This design comes from an exercise in tuning for small area on the open sky130 flow, not from production work. The RTL was checked by simulation tests, not by an equivalence proof against the original design. No activity file was given, so power comes from the tool's default toggle rates.

== run 1 ==
==> flow/design.v (excerpt) <==
module Top_basys3(
  input  logic        clk,
  input  logic        btnC,
  input  logic        btnU,
  input  logic [2:0]  sw,
  output logic [3:0]  an,
  output logic [6:0]  seg,
  output logic        dp
);
  logic       rst;
  assign rst = btnC;
  logic [6:0] p;
  logic [2:0] r;
  logic [3:0] q;
  logic       r4, q14, p_hi, tick, mtick;
  assign r4    = r[2];                     
  assign q14   = q[3] & q[2] & q[1];       
  assign p_hi  = &p[5:1];                  
  assign tick  = p_hi & p[0] & ~p[6];      
  assign mtick = (&p[4:0]) & r4 & q14;     
  always_ff @(posedge clk) begin
    if (rst) begin
      p <= '0;
      r <= '0;
      q <= '0;
    end else begin
      p <= p + 7'd1;
      r <= r4 ? 3'd0 : r + 3'd1;
      if (r4) q <= q14 ? 4'd0 : q + 4'd1;
    end
  end
  logic [3:0] mu, hu;
  logic [2:0] md;
  logic [1:0] hd;
  logic       mu9, md5, hu9, h23;
  assign mu9 = mu[3] & mu[0];
  assign md5 = md[2] & md[0];
  ...
Size in the first run: roughly 18 I/O pins.
Settings: LEC_CHECK=0, CAP_MARGIN=20, CORE_MARGIN=2, CORE_UTILIZATION=40, CTS_BUF_LIST=sky130_fd_sc_hd__clkbuf_4, PLACE_DENSITY=0.6, SLEW_MARGIN=20; clock period 6.0 ns.
standard.sh (not shown) runs the stock make flow with config.mk's settings and CLKGATE_MAP_FILE= SYNTH_SCRIPT=/design/flow/synth_recipe.tcl, a recipe that flattens the netlist after the stock synthesis.
==> flow/flow/run.sh <==
#!/bin/bash
cp standard.sh synth_recipe.tcl config.mk out/ 2>/dev/null
bash standard.sh > standard.log 2>&1
No stage failed in run 1, and the final checks on the layout all came back clean.
--- input diff run 1..run 2 ---
Settings: CTS_BUF_LIST removed (was sky130_fd_sc_hd__clkbuf_4); ABC_AREA newly set to 1.
==> flow/run.sh (new file) <==
#!/bin/bash
# synth_recipe.tcl (not shown) runs the flow's synth.tcl, then flattens the netlist and writes it again
# the make line also repeats each setting of config.mk as NAME=value (left out here)
make -C /OpenROAD-flow-scripts/flow DESIGN_CONFIG=/design/flow/config.mk WORK_HOME=/design/flow/orfs CLKGATE_MAP_FILE= SYNTH_SCRIPT=/design/flow/synth_recipe.tcl finish
removed: flow/flow/run.sh
removed: flow/standard.sh
--- outcome ---
Run 2 finished every stage and its layout cleared the timing, design-rule and antenna checks.
Worst slack on hold paths for run 2: 5.0 ps down relative to run 1
Taking run 1 as the reference point, the post-route total power of run 2 rises by 16%.
Compared with run 1, in run 2 synthesized area divided by synthesized cell count fell by 17%, count of plain and timing-repair buffers in the layout decreased by 1 relative to the old numbers, setup slack rose by 530 ps, power share of the clock group climbed 16 points.
Clock period minus final worst setup slack on run 2 is ahead of run 1.
From run 1 to run 2 the numbers moved as follows: via count grew by about 8%; post-synthesis cell count higher.
Looking at area of all placed cells without fillers, run 2 sits 170 µm² higher than run 1 does.
Run 2 vs run 1: fill cell instance count of the final layout down in run 2
#### Input delta (run 3 over run 2)
Settings: ABC_AREA no longer set, was 1; CTS_BUF_LIST now sky130_fd_sc_hd__clkbuf_4, previously not set.
==> flow/flow/run.sh (new file) <==
#!/bin/bash
# Own flow: the standard synthesis, then an area re-mapping of its
# combinational logic (registers untouched), then the standard layout
# with minimum-size port buffers and small clock-tree buffers.
set -euo pipefail
HERE=$PWD
RES=$HERE/orfs/results/$FLOW_PLATFORM/Top_basys3/base
LIB=$FLOW_HOME/platforms/$FLOW_PLATFORM/lib/sky130_fd_sc_hd__tt_025C_1v80.lib
YOSYS=$(command -v yosys || echo $FLOW_HOME/../tools/install/yosys/bin/yosys)

bash standard.sh $RES/1_2_yosys.v > $HERE/std_synth.log 2>&1
cp $RES/1_2_yosys.v $HERE/std_netlist.v
sed -e "s|LIBFILE|$LIB|g" -e "s|NETIN|$HERE/std_netlist.v|" -e "s|NETOUT|$HERE/reopt_netlist.v|" \
    -e "s|ABCSCRIPT|$HERE/flow/reopt.abc|" flow/reopt.ys > $HERE/reopt_run.ys
$YOSYS -s $HERE/reopt_run.ys > $HERE/reopt_yosys.log 2>&1
cp $HERE/reopt_netlist.v $RES/1_2_yosys.v
touch $RES/1_2_yosys.v $RES/1_2_yosys.sdc
bash standard.sh "BUFFER_PORTS_ARGS=-buffer_cell sky130_fd_sc_hd__buf_1" finish > $HERE/std_layout.log 2>&1
==> flow/flow/reopt.abc (new file) <==
strash; balance -l; resub -K 6 -l; rewrite -l; resub -K 6 -N 2 -l; refactor -l; resub -K 8 -l; balance -l; resub -K 8 -N 2 -l; rewrite -l; resub -K 10 -l; rewrite -z -l; resub -K 10 -N 2 -l; balance -l; resub -K 12 -l; refactor -z -l; resub -K 12 -N 2 -l; rewrite -z -l; balance -l; balance -l; resub -K 6 -l; rewrite -l; resub -K 6 -N 2 -l; refactor -l; resub -K 8 -l; balance -l; resub -K 8 -N 2 -l; rewrite -l; resub -K 10 -l; rewrite -z -l; resub -K 10 -N 2 -l; balance -l; resub -K 12 -l; refactor -z -l; resub -K 12 -N 2 -l; rewrite -z -l; balance -l; dch -f; amap
==> flow/flow/reopt.ys (new file) <==
# Re-map the combinational logic of the standard synthesis for area.
# The flip-flops are kept as black boxes, so every register keeps its
# instance name and cell type.
read_liberty -ignore_miss_func LIBFILE
blackbox sky130_fd_sc_hd__dfxtp_1
read_verilog NETIN
hierarchy -top Top_basys3
flatten
opt -full
abc -liberty LIBFILE -dont_use sky130_fd_sc_hd__probe* -dont_use sky130_fd_sc_hd__lpflow* -script ABCSCRIPT
opt_clean -purge
hilomap -singleton -hicell sky130_fd_sc_hd__conb_1 HI -locell sky130_fd_sc_hd__conb_1 LO
splitnets
opt_clean -purge
hierarchy -top Top_basys3
stat -liberty LIBFILE
write_verilog -noattr -nohex -nodec NETOUT
==> flow/standard.sh (new file) <==
#!/bin/bash
# synth_recipe.tcl (not shown) runs the flow's synth.tcl, then flattens the netlist and writes it again
# the make line also repeats each setting of config.mk as NAME=value (left out here)
make -C /OpenROAD-flow-scripts/flow DESIGN_CONFIG=/design/flow/config.mk WORK_HOME=/design/flow/orfs CLKGATE_MAP_FILE= SYNTH_SCRIPT=/design/flow/synth_recipe.tcl "${@:-finish}"
removed: flow/run.sh
==> comparison <==
- Number of non-clock buffers came out exactly the same in run 3 and run 2.
- Going from run 2 to run 3, count of unresolved DRC violations after routing comparable; post-route total power now sits lower; shortest period the worst path allows went up by 540 ps.
- Relative to run 2, the via count of run 3 is lower by 372.
Inputs modified between run 3 and run 4:
--- a/flow/flow/run.sh
+++ b/flow/flow/run.sh
@@ -16,3 +16,3 @@
 cp $HERE/reopt_netlist.v $RES/1_2_yosys.v
 touch $RES/1_2_yosys.v $RES/1_2_yosys.sdc
-bash standard.sh "BUFFER_PORTS_ARGS=-buffer_cell sky130_fd_sc_hd__buf_1" finish > $HERE/std_layout.log 2>&1
+bash standard.sh "BUFFER_PORTS_ARGS=-buffer_cell sky130_fd_sc_hd__buf_1" "CTS_ARGS=-buf_list sky130_fd_sc_hd__clkbuf_4 -sink_clustering_enable -sink_clustering_size 20 -sink_clustering_max_diameter 300 -dont_use_dummy_load -repair_clock_nets" finish > $HERE/std_layout.log 2>&1
[summary]
Run 4 against run 3; leakage power summed over all cells is down slightly.
[compare] base=run 3 new=run 4: area of all placed cells without fillers shows a reduction of about 0.8%, fraction of power consumed by combinational cells shows an increase of 0.8 points, number of setup buffers added after CTS shows no meaningful change, non-clock buffer contribution to total cell area shows no meaningful change.
The total routing resource utilization after global routing of run 4 and that of run 3 are within noise of each other.
Post-route worst setup slack (higher): run 3
Taking run 3 as the reference, in run 4 final clock period utilization by the worst path increased by 0.63 points relative to the old numbers; signed area change from the synthesized netlist to the final layout decreased by 0.92 points relative to the old numbers; hold slack closely matched the old numbers.
In the route summary, run 4 ends up with a via count exceeding that of run 3.
Changes in run 5 relative to run 4:
--- a/flow/flow/run.sh
+++ b/flow/flow/run.sh
@@ -16,3 +16,3 @@
 cp $HERE/reopt_netlist.v $RES/1_2_yosys.v
 touch $RES/1_2_yosys.v $RES/1_2_yosys.sdc
-bash standard.sh "BUFFER_PORTS_ARGS=-buffer_cell sky130_fd_sc_hd__buf_1" "CTS_ARGS=-buf_list sky130_fd_sc_hd__clkbuf_4 -sink_clustering_enable -sink_clustering_size 20 -sink_clustering_max_diameter 300 -dont_use_dummy_load -repair_clock_nets" finish > $HERE/std_layout.log 2>&1
+bash standard.sh "BUFFER_PORTS_ARGS=-buffer_cell sky130_fd_sc_hd__buf_1" "CTS_ARGS=-buf_list sky130_fd_sc_hd__clkbuf_8 -root_buf sky130_fd_sc_hd__clkbuf_8 -sink_clustering_enable -sink_clustering_size 40 -sink_clustering_max_diameter 300 -dont_use_dummy_load -repair_clock_nets" finish > $HERE/std_layout.log 2>&1
==> run notes <==
Run 5 | stages: all done | timing, DRC, antenna: all pass
Diff run 4 and run 5: final instance area higher in run 5
Max post-synthesis to final-layout area growth across run 4 and run 5: run 5
Run 5 vs. run 4: sequential share of layout area shrank by 0.73 points; peak supply drop held steady; switching share of power shrank by 1.5 points; synthesized cell count held steady; switching power grew by 3.1%.
Run 5 ended up with a lower via total after detailed routing than run 4 did.
The lower fmax of run 4 and run 5 is in run 4.
Met2 track demand over resource in global routing, run 4 and run 5: higher on run 5
Of run 4 and run 5, the run reporting the lower worst setup slack was run 4.
## Diff of input files: run 6 against run 5
Settings: clearing CTS_BUF_LIST, which used to be sky130_fd_sc_hd__clkbuf_4.
==> flow/run.sh (new file) <==
#!/bin/bash
# synth_recipe.tcl (not shown) runs the flow's synth.tcl, then flattens the netlist and writes it again
# the make line also repeats each setting of config.mk as NAME=value (left out here)
make -C /OpenROAD-flow-scripts/flow DESIGN_CONFIG=/design/flow/config.mk WORK_HOME=/design/flow/orfs CLKGATE_MAP_FILE= SYNTH_SCRIPT=/design/flow/synth_recipe.tcl finish
removed: flow/flow/run.sh
removed: flow/flow/reopt.abc
removed: flow/flow/reopt.ys
removed: flow/standard.sh
### Flow results
Run 6 ends up with a share of the core filled with cells that is 1.0 points higher than in run 5.
For row count, dividing the value from run 6 by the value from run 5 gives 1.13.
Against run 5 as the reference, run 6 delivers a lower met2 demand-to-capacity share in global routing.
Diff run 6 and run 5: count of clock-buffer cells in the layout higher in run 6
Going from run 5 to run 6, clock skew climbed 5.8 ps; final area climbed 32%; critical path depth dropped 8; die area climbed 1300 µm²; amount of wire on met3 after detailed routing climbed about 6%.
Route | run 6 vs run 5 | wire longer in run 6
For routed via count, dividing the value from run 6 by the value from run 5 gives 1.15.

-- port drivers added, routing unchanged --
Ports are ideal in the flow. The routed layouts listed here were re-timed in OpenROAD. Step 1 sets driving cells, clkbuf_16 on the clock port and buf_2 on the other inputs (assumed; they add their load-dependent delay and slew). Step 2 times the ports against the registers' clock, not the clock port: input delays grow and output delays shrink by t, the midpoint of the rising clock arrivals with the driver on. Three values: ideal, step 1, step 2; two values: the first two.
run | t, ns | slack for setup (ns) | slew at the worst register clock pin (ns) | pins driven straight from the clock port
run 1 | 0.362 | 0.779 / 0.757 / 0.757 | 0.12 / 0.12 | 1
run 2 | 0.313 | 1.308 / 1.284 / 1.284 | 0.08 / 0.08 | 1
run 3 | 0.352 | 0.767 / 0.744 / 1.011 | 0.10 / 0.10 | 1
run 4 | 0.346 | 0.729 / 0.706 / 1.011 | 0.10 / 0.10 | 1
run 5 | 0.301 | 0.827 / 0.802 / 1.011 | 0.07 / 0.07 | 1
run 6 | 0.309 | 0.778 / 0.756 / 0.756 | 0.08 / 0.08 | 1
After both steps setup and hold are still met in every run listed. The setup slack of run 2, which loses most, moves by -0.024 ns with the drivers and by -0.024 ns with both steps.
